This is an optimization exercise on Yosys and OpenROAD, whose aim is small area, not a production implementation. The RTL was checked by simulation tests, not by an equivalence proof against the original design. Power is estimated from default activity; no workload was simulated.

## serial_protocol_converter
module serial_protocol_converter (
    input               clk,
    input               rst_n,
    input [7:0]         cmd_opcode,
    input [15:0]        cmd_addr,
    input [31:0]        cmd_data,
    input               cmd_valid,
    output reg          spi_sclk,
    output reg          spi_mosi,
    input               spi_miso,
    output reg [3:0]    spi_cs,
    input               uart_rx,
    output reg          uart_tx,
    output [7:0]        pwm_out,
    output reg [31:0]   tx_data,
    output reg          tx_en,
    input               tx_done
);
clock: 10.0 ns
lec_check: 0
cap_margin: 0
core_margin: 2
core_utilization: 75
cts_buf_list: sky130_fd_sc_hd__clkbuf_16
cts_cluster_diameter: 100
cts_cluster_size: 30
slew_margin: 0
standard.sh (not shown) runs the stock make flow with config.mk's settings and CLKGATE_MAP_FILE= SYNTH_SCRIPT=/design/flow/synth_recipe.tcl, a recipe that flattens the netlist after the stock synthesis.
==> flow/flow/run.sh <==
#!/bin/bash
# Own layout flow: the standard flow (standard.sh) with three changes.
#  1. After the standard synthesis, flow/polarity.py re-chooses the polarity of
#     the full-adder cells (a full adder is self-dual) so that fewer inverters
#     are needed between them.
#  2. flow/reabc.sh then re-maps the combinational logic between the
#     registers and full-adder cells with an area-oriented ABC script (area.abc).
#     Registers keep their instances, names and cell types.
#  3. Ports are buffered with sky130_fd_sc_hd__buf_1 (every port still gets a
#     buffer, as in the standard flow).
# Each tool's output goes to a log file of its own in this folder.
set -euo pipefail
R=orfs/results/${FLOW_PLATFORM}/serial_protocol_converter/base
bash standard.sh synth > synth.log 2>&1
cp "$R/1_2_yosys.v" "$R/1_2_yosys_std.v"
python3 flow/polarity.py "$R/1_2_yosys_std.v" "$R/1_2_yosys_pol.v" > polarity.log 2>&1
bash flow/reabc.sh "$R/1_2_yosys_pol.v" "$R/1_2_yosys_abc.v" > reabc.log 2>&1
cp "$R/1_2_yosys_abc.v" "$R/1_2_yosys.v"
bash standard.sh BUFFER_PORTS_ARGS="-buffer_cell sky130_fd_sc_hd__buf_1" finish > layout.log 2>&1
Other scripts of this flow, unchanged in this note and not shown: flow/flow/area.abc, flow/flow/dont_use.txt, flow/flow/polarity.py, flow/flow/reabc.sh
Change:
--- a/flow/design.v
+++ b/flow/design.v
@@ -1173,20 +1173,20 @@
 wire addr_hi0 = (cmd_addr[15:2] == 14'd0);
 wire sel_spi  = addr_hi0 & (cmd_addr[1:0] == 2'd1) & spi_rx_v;
 wire sel_i2c  = addr_hi0 & (cmd_addr[1:0] == 2'd2) & i2c_rx_v;
 wire sel_uart = addr_hi0 & (cmd_addr[1:0] == 2'd3) & rx_data_v;
 wire [31:0] rd_data = ({32{sel_spi}} & spi_rx_reg)
                     | ({32{sel_i2c}} & i2c_rx_reg)
                     | {24'd0, {8{sel_uart}} & rx_data};
-reg [31:0] tx_data_n;        
+reg [31:0] tx_data_r;
 reg        tx_data_v;
-always @(*) tx_data = ~(tx_data_n | {32{~tx_data_v}});
+always @(*) tx_data = tx_data_r & {32{tx_data_v}};
 always @(posedge clk) begin
     if (cmd_08)
-        tx_data_n <= ~rd_data;
+        tx_data_r <= rd_data;
 end
 always @(posedge clk or negedge rst_n) begin
     if (!rst_n) begin
         tx_data_v <= 1'b0;
         tx_en     <= 1'b0;
     end else begin
         if (cmd_08) begin
Result: Non-clock buffer count goes down by 11. Wire length drops by about 2.8%. Power drops by 8.5%. Synthesized area increases by 0.54%. Combinational power is lower by 19%. Cell area is about the same. Core utilization went down by 0.19 points. Critical path depth rose by 2. Worst setup slack is worse by 73 ps. Synthesized cell count goes up by 0.94%. Via count stays flat. First-iteration DRC count grows by 0.84%. Sequential cell count is unchanged.

--- another note on this design; it stands on its own ---

## serial_protocol_converter
module serial_protocol_converter (
    input               clk,
    input               rst_n,
    input [7:0]         cmd_opcode,
    input [15:0]        cmd_addr,
    input [31:0]        cmd_data,
    input               cmd_valid,
    output reg          spi_sclk,
    output reg          spi_mosi,
    input               spi_miso,
    output reg [3:0]    spi_cs,
    input               uart_rx,
    output reg          uart_tx,
    output [7:0]        pwm_out,
    output reg [31:0]   tx_data,
    output reg          tx_en,
    input               tx_done
);
make LEC_CHECK=0 CAP_MARGIN=20 CORE_MARGIN=2 CORE_UTILIZATION=40 CTS_BUF_LIST=sky130_fd_sc_hd__clkbuf_8 CTS_CLUSTER_DIAMETER=60 CTS_CLUSTER_SIZE=16 SLEW_MARGIN=20 finish   # period 10.0 ns
run.sh (not shown) runs the stock make flow with config.mk's settings and CLKGATE_MAP_FILE= SYNTH_SCRIPT=/design/flow/synth_recipe.tcl, a recipe that flattens the netlist after the stock synthesis.
Then changed:
--- a/flow/config.mk
+++ b/flow/config.mk
@@ -10,5 +10,5 @@
 export CORE_UTILIZATION = 40
-export CTS_BUF_LIST = sky130_fd_sc_hd__clkbuf_8
-export CTS_CLUSTER_DIAMETER = 60
-export CTS_CLUSTER_SIZE = 16
+export CTS_BUF_LIST = sky130_fd_sc_hd__clkbuf_16
+export CTS_CLUSTER_DIAMETER = 100
+export CTS_CLUSTER_SIZE = 30
 export SLEW_MARGIN = 20
What happened:
- setup slack is worse by 0.048 ns
- sequential cell count stays the same
- count of clock-buffer cells in the layout came out lower by 34
- core utilization came out lower by 0.51 points
- first-iteration DRC count came out higher by 12%
- clock power came out lower by 19%
- sequential share of layout area came out higher by 0.56 points
- critical path depth came out higher by 2
- non-clock buffer count is unchanged
Then changed:
--- a/flow/config.mk
+++ b/flow/config.mk
@@ -9,3 +9,3 @@
 export CORE_MARGIN = 2
-export CORE_UTILIZATION = 40
+export CORE_UTILIZATION = 60
 export CTS_BUF_LIST = sky130_fd_sc_hd__clkbuf_16
Design area shrinks by 1.4%. Power drops by 0.68%. Maximum frequency went up by 0.88%. Synthesized area is unchanged.
Then changed:
--- a/flow/config.mk
+++ b/flow/config.mk
@@ -7,3 +7,3 @@
 export LEC_CHECK = 0
-export CAP_MARGIN = 20
+export CAP_MARGIN = 0
 export CORE_MARGIN = 2
@@ -13,2 +13,3 @@
 export CTS_CLUSTER_SIZE = 30
-export SLEW_MARGIN = 20
+export GPL_TIMING_DRIVEN = 0
+export SLEW_MARGIN = 0
What happened: Worst setup slack got worse by 0.34 ns; total power went up slightly; hold slack is better by 0.011 ns; die area is unchanged; fmax goes down by a few percent; count of clock-buffer cells in the layout stays the same.

## port drivers added, routing unchanged
No port has a modelled driver above. Below, the same layouts with a new extraction and two added sets of constraints. Step 1: set_driving_cell puts a clkbuf_16 on clk and a buf_2 on each other input, an assumption about the parent block. Step 2 times the ports against the registers' clock, not the clock port: input delays grow and output delays shrink by t, the midpoint of the rising clock arrivals with the driver on. Three values: ideal, step 1, step 2; two values: the first two.
| run | t (ns) | slack for setup (ns) | pins driven straight from the clock port |
|---|---|---|---|
| the first run of note 1 | 0.673 | 0.964 / 0.995 / 0.321 | 1 |
| the second run of note 1 | 0.672 | 0.891 / 0.924 / 0.251 | 1 |
| the first run of note 2 | 0.750 | 0.605 / 0.639 / -0.110 | 1 |
| the second run of note 2 | 0.660 | 0.557 / 0.595 / -0.065 | 1 |
| the third run of note 2 | 0.704 | 0.639 / 0.677 / -0.027 | 1 |
| the fourth run of note 2 | 0.669 | 0.301 / 0.309 / -0.361 | 1 |
Met with ideal ports but missed after step 2: setup timing in the first run of note 2, the second run of note 2, the third run of note 2 and the fourth run of note 2. For the first run of note 2, which loses most, drivers alone change the setup slack by +0.034 ns; drivers and shift together by -0.715 ns.
